This design comes from an exercise in tuning for small area, a short achievable clock period and few clock cycles per item on the open sky130 flow, not from production work.
The RTL of this run was laid out without a check of its function.

==> design.v <==
module gcd (
    input  logic        clk_i,
    input  logic        rst_i,
    input  logic        start_i,
    input  logic [31:0] a_i,
    input  logic [31:0] b_i,
    output logic        busy_o,
    output logic        valid_o,
    output logic [31:0] result_o
);
    logic [31:0] a, b;
    logic [4:0]  k;
    logic        run;
    logic both_odd, both_even, swap;
    assign both_odd  = a[0] & b[0];
    assign both_even = ~a[0] & ~b[0];
    assign swap      = a[0] & ~b[0];
    localparam int W = 31;
    logic [W-1:0] x1, x2, hp, hg, gg, pp, d;
    logic         cout;
    assign x1 = a[31:1];
    assign x2 = b[31:1];
    assign hg = x1 & ~x2;
    assign hp = ~(x1 ^ x2);             
    always_comb begin
        gg = hg;
        pp = hp;
        for (int l = 0; l < 5; l++)
            for (int i = 0; i < W; i++)
                if ((i >> l) & 1) begin
                    gg[i] = gg[i] | (pp[i] & gg[((i >> l) << l) - 1]);
                    pp[i] = pp[i] & pp[((i >> l) << l) - 1];
                end
    end
    assign cout = gg[W-1];              
    always_comb begin
        d[0] = ~hp[0];
        for (int i = 1; i < W; i++)
            d[i] = hp[i] ^ ~cout ^ (gg[i-1] | (cout & pp[i-1]));
    end
    logic eq, a_zero, k_zero, fin;
    assign eq     = both_odd & (&hp);
    assign a_zero = ~|a;
    assign k_zero = ~|k;
    assign fin    = a_zero | eq;
    logic [3:0] dlow, sd;               
    assign dlow = ~hp[3:0];
    always_comb begin
        if (dlow[0])      sd = 4'b0001;
        else if (dlow[1]) sd = 4'b0010;
        else if (dlow[2]) sd = 4'b0100;
        else              sd = 4'b1000;
    end
    logic [31:0] ye, yes, e;
    assign ye = swap ? (b >> 1) : (a >> 1);
    always_comb begin
        if (both_even || ye[0]) yes = ye;
        else if (ye[1])         yes = ye >> 1;
        else if (ye[2])         yes = ye >> 2;
        else                    yes = ye >> 3;
    end
    assign e = run ? (yes & {32{~both_odd}}) : a_i;
    logic [3:0] sel;
    assign sel = sd & {4{run & both_odd}};
    logic [31:0] ds, d0;
    assign d0 = {1'b0, d};
    always_comb begin
        for (int i = 0; i < 32; i++) begin
            ds[i] = e[i] | (sel[0] & d0[i]);
            if (i + 1 < 32) ds[i] = ds[i] | (sel[1] & d0[i+1]);
            if (i + 2 < 32) ds[i] = ds[i] | (sel[2] & d0[i+2]);
            if (i + 3 < 32) ds[i] = ds[i] | (sel[3] & d0[i+3]);
        end
    end
    always_ff @(posedge clk_i or posedge rst_i) begin
        if (rst_i) run <= 1'b0;
        else if (!run) run <= start_i;
        else if (fin && k_zero) run <= 1'b0;
    end
    logic [4:0] k_dec, k_inc;
    always_comb begin
        for (int i = 0; i < 5; i++) begin
            k_dec[i] = k[i] ^ ~|(k & ((5'd1 << i) - 5'd1));
            k_inc[i] = k[i] ^ &(k | ~((5'd1 << i) - 5'd1));
        end
    end
    always_ff @(posedge clk_i) begin
        a <= ds;
        if (!run) begin
            b <= b_i;
            k <= 5'd0;
        end else begin
            if (fin) begin
                b <= b << 1;
                k <= k_dec;
            end else if (both_even) begin
                b <= b >> 1;
                k <= k_inc;
            end else if (swap || (both_odd && !cout)) begin
                b <= a;
            end
        end
    end
    assign busy_o   = run;
    assign valid_o  = run & fin & k_zero;
    assign result_o = b;
endmodule
==> flow/run.sh <==
#!/bin/bash
# The standard layout (the standard.sh, unchanged synthesis), except that
# the buffer put on each input and output port is the smallest buffer cell.
set -euo pipefail
export BUFFER_PORTS_ARGS="-buffer_cell sky130_fd_sc_hd__buf_1"
bash standard.sh > standard.log 2>&1
==> standard.sh <==
#!/bin/bash
# synth_recipe.tcl (not shown) runs the flow's synth.tcl, then flattens the netlist and writes it again
# the make line also repeats each setting of config.mk as NAME=value (left out here)
make -C /OpenROAD-flow-scripts/flow DESIGN_CONFIG=/design/flow/config.mk WORK_HOME=/design/flow/orfs CLKGATE_MAP_FILE= SYNTH_SCRIPT=/design/flow/synth_recipe.tcl "${@:-finish}"
==> config.mk <==
export PLATFORM = sky130hd
export DESIGN_NAME = gcd
export DESIGN_NICKNAME = gcd
export VERILOG_FILES = /design/flow/design.v
export SDC_FILE = /design/flow/constraint.sdc
export NUM_CORES = 4
export LEC_CHECK = 0
export CAP_MARGIN = 20
export CORE_MARGIN = 2
export CORE_UTILIZATION = 40
export PLACE_DENSITY = 0.6
export SETUP_SLACK_MARGIN = 2.0
export SLEW_MARGIN = 20
==> constraint.sdc <==
create_clock -name core_clock -period 6.0 [get_ports {clk_i}]
set_input_delay 1.2000 -clock core_clock [delete_from_list [all_inputs] [get_ports {clk_i}]]
set_output_delay 1.2000 -clock core_clock [all_outputs]
set_load 0.01 [all_outputs]
==> results.txt <==
## layout by cell type, fill, tap and decap left out, drive strengths merged, types with 6 or more instances in the layout
cell type,n
nand4,12
o221ai,13
clkbuf,11
a211oi,6
nor3,13
nor4,11
xnor2,29
o21ai,60
edfxtp,32
nor2,82
nand2,74
a21o,14
mux2,30
xor2,14
nand3,15
buf,172
inv,43
a21oi,99
a221o,8
dfxtp,37
mux2i,98
ha,31
o211ai,16
a221oi,15
o2bb2ai,18
a31oi,13
a22oi,7
## worst reg2reg max path: cells and delay by family, from the launching register on
family	cells	cell delay (ps)
buf+inv	14	1720
simple gates	4	600
compound gates	4	570
flops	1	380
fa+ha+maj	1	270
xor+xnor	1	180
## area by class of cell
class,count,share of cell area (%)
Tap cell,229,3.13
Sequential cell,70,18.9
Multi-Input combinational cell,737,63.3
Antenna cell,1,0.0273
Clock inverter,5,0.287
Inverter,43,1.76
Clock buffer,11,2.54
Timing Repair Buffer,172,10.1
## kinds of logic (layout without fill, tap and decap cells)
logic type      count (synthesis)  after routing  synth area share, %
xor+xnor                       43             43                 5.07
compound gates                306            306                 27.9
flops                          70             70                 23.2
other cells                     0              1                    0
mux                           127            128                 17.6
buf+inv                       108            231                 6.58
fa+ha+maj                      31             31                 5.22
simple gates                  229            229                 14.4
## state kept, by name, indices dropped and copies added (netlist names)
name and count:
a 32, k 5, run 1, b 32
## cell usage after synthesis, types with 16 or more instances
master / number
o2bb2ai_1: 18
dfxtp_1: 37
nand2_1: 73
mux2_2: 30
mux2i_1: 97
a21oi_1: 97
o21ai_0: 55
nor2_1: 81
clkbuf_1: 43
ha_1: 31
edfxtp_1: 32
o211ai_1: 16
xnor2_1: 29
inv_1: 43
## timing repair
item                       in CTS  in global routing
buffers inserted               52                  7
pin swaps                      15                 23
hold buffers                    0                  0
gates resized for setup        44                 42
setup endpoints to repair       1                 51
cloned                          0                  1
## per-layer routing
metal | GRT usage, % | vias up | wire length, um
li1 | - | 3678 | -
met1 | 35.7 | 3677 | 12200
met2 | 47.4 | 369 | 13300
met3 | 6.63 | 73 | 2230
met4 | 10.2 | 0 | 875
met5 | 0 | - | 0
## final timing paths
check | start | to | slack [ps] | depth (start not counted)
max in group asynchronous | rst_i | run | 5270 | 2
hold / removal | k[2] | k[2] | 540 | 2
setup reg to reg | b[20] | a[25] | 2160 | 24
setup / recovery | b[27] | valid_o | 2060 | 10
hold reg to reg | k[2] | k[2] | 540 | 2
min in group asynchronous | rst_i | run | 640 | 2
## stage by stage
stage,util [%],instances
global placement,43.9,1191
global route,50.6,1267
detailed placement,43.9,1191
floorplan,-,914
finish,50.6,1268
CTS,49.0,1259
==> results by group <==
Run status
  – Status: finished clean

Floorplan
  – Die footprint: 0.0197 mm2
  – Core area: 0.0181 mm2
  – Std cell rows: 49
  – Starting Density: 41.1%
  – Die X: 140 um
  – Die height: 140 um
  – Ports: 101

STA
  – Max-slew headroom: 13.3%
  – Unrepaired setup endpoints after global routing: true
  – Post-route clock skew: 9.26 ps
  – WHS: 539 ps
  – Slew Viols, Final: 0
  – Endpoints failing setup: 0
  – Slack of the critical path: 2060 ps
  – Final Cycle Share: 65.7%
  – Least-Margin Pin Slew: 1300 ps
  – Tmin final: 3940 ps
  – Final Hold Fails: 0
  – Final TNS setup: 0 ps
  – FMAX: 254 MHz

Global route
  – Largest net degree at the start of global routing: 66
  – Vias in the first global route: 7509
  – Initial antenna violation count: 0
  – Grt total ovfl: 0
  – First-pass GRT wire length: 43400 um
  – Total GRT Usage: 28.3%

Final layout
  – FF+latch area: 0.00173 mm2
  – Final nets: 1131
  – Post-synthesis to final-layout area growth: 23.2%
  – Final Cell Area: 0.00916 mm2
  – Share of cells above drive strength 1: 19.5%
  – Multi-input gate area: 0.00579 mm2
  – Filler instances: 1738

Clock network
  – Clock-pin slew on the worst setup and hold paths: 60 ps
  – Clock Sinks: 70
  – CTS tree: built
  – CTS max path bufs: 2
  – CTS HTree Levels: 3
  – Clk latency of the worst-skew pair: 360 ps
  – Total CTS buffers: 9
  – CTS Root Buffer Type: clkbuf_16

Synthesis
  – Synth async-reset ratio: 1.43%
  – Synth unique cells: 75
  – Synthesized flop and latch total: 70
  – Post-Syn Instances: 914
  – Post-synth EDFFs: 32
  – Sequential-to-total area share from yosys stat: 23.2%
  – Synth Flop Type: dfxtp_1
  – Synth area leaders: mux2i_1 13%, edfxtp_1 13%, dfxtp_1 10%
  – Post-Syn Area: 0.00743 mm2
  – Largest area contributor in the netlist: mux2i_1
  – Syn nets: 1012
  – Syn Area/Cell: 8.13 um2
  – Ys Warns: 1
  – Synth top area share: 13.1%

Place
  – Gp weighted congestion: 0.919
  – DP HPWL: 19000 um
  – Placed Instance Area: 0.00794 mm2
  – Port Buf Inserts: 100
  – Worst Setup Slack post-DPL: 1610 ps

Setup path
  – Max FO, Critical Path: 5
  – Crit path DAT: 2740 ps
  – CP Cell Sequence: inv_1 -> ha_2 -> nand4_4 -> nor4_4 -> nand4_4 -> o21ba_4 -> nor3_4 -> nand2b_1 -> nor4_4 -> buf_2
  – Worst Path Buf+Inv: 2
  – Top delay family on crit path: simple AND/OR/NAND/NOR gates
  – Slowest stage cell on the critical path: ha_2
  – Worst endpoint required time: 4800 ps
  – Endpoint class of the critical path: output port
  – CP peak stage delay: 400 ps
  – Startpoint types: flip-flop
  – CP Class: flip-flop to output port

Detailed routing
  – Final wirelength: 28500 um
  – Vias per cell: 6.15
  – DRC Markers: 0
  – Initial drt markers: 888
  – First-pass iteration count of the detailed router: 6
  – Final ANT Viol Nets: 0
  – Via count: 7797
  – Drt wl/cell: 22.5 um

Min path
  – Hold Path Class: flip-flop to flip-flop

Flow run
  – Max-cap violations: 0

separate check: timing with driven ports:
How much do the figures lean on ideal ports? The routed layout below was timed once more, with nothing changed but the port constraints. Step 1 (the two cells are an assumption about what drives the block):
set clk [get_ports {clk_i}]
set_driving_cell -lib_cell sky130_fd_sc_hd__clkbuf_16 $clk
set_driving_cell -lib_cell sky130_fd_sc_hd__buf_2 [delete_from_list [all_inputs] $clk]
Step 2 adds t to the input delays and takes it off the output delays; t is the mean of the earliest and latest rising clock arrival at the registers after step 1. Input paths then give back, and output paths get back, about the clock's delay inside the block. a / b / c = ideal / step 1 / step 2; a / b = the first two.
t (ns): 0.401
setup slack, ns: 2.058 / 2.012 / 2.158
worst setup path after step 2: register to register
slew at the worst register clock pin (ns): 0.06 / 0.06
worst data-port slew with drivers (ns): 0.08
After both steps setup and hold are still met in this run. The setup slack of this run moves by -0.046 ns with the drivers and by +0.100 ns with both steps.
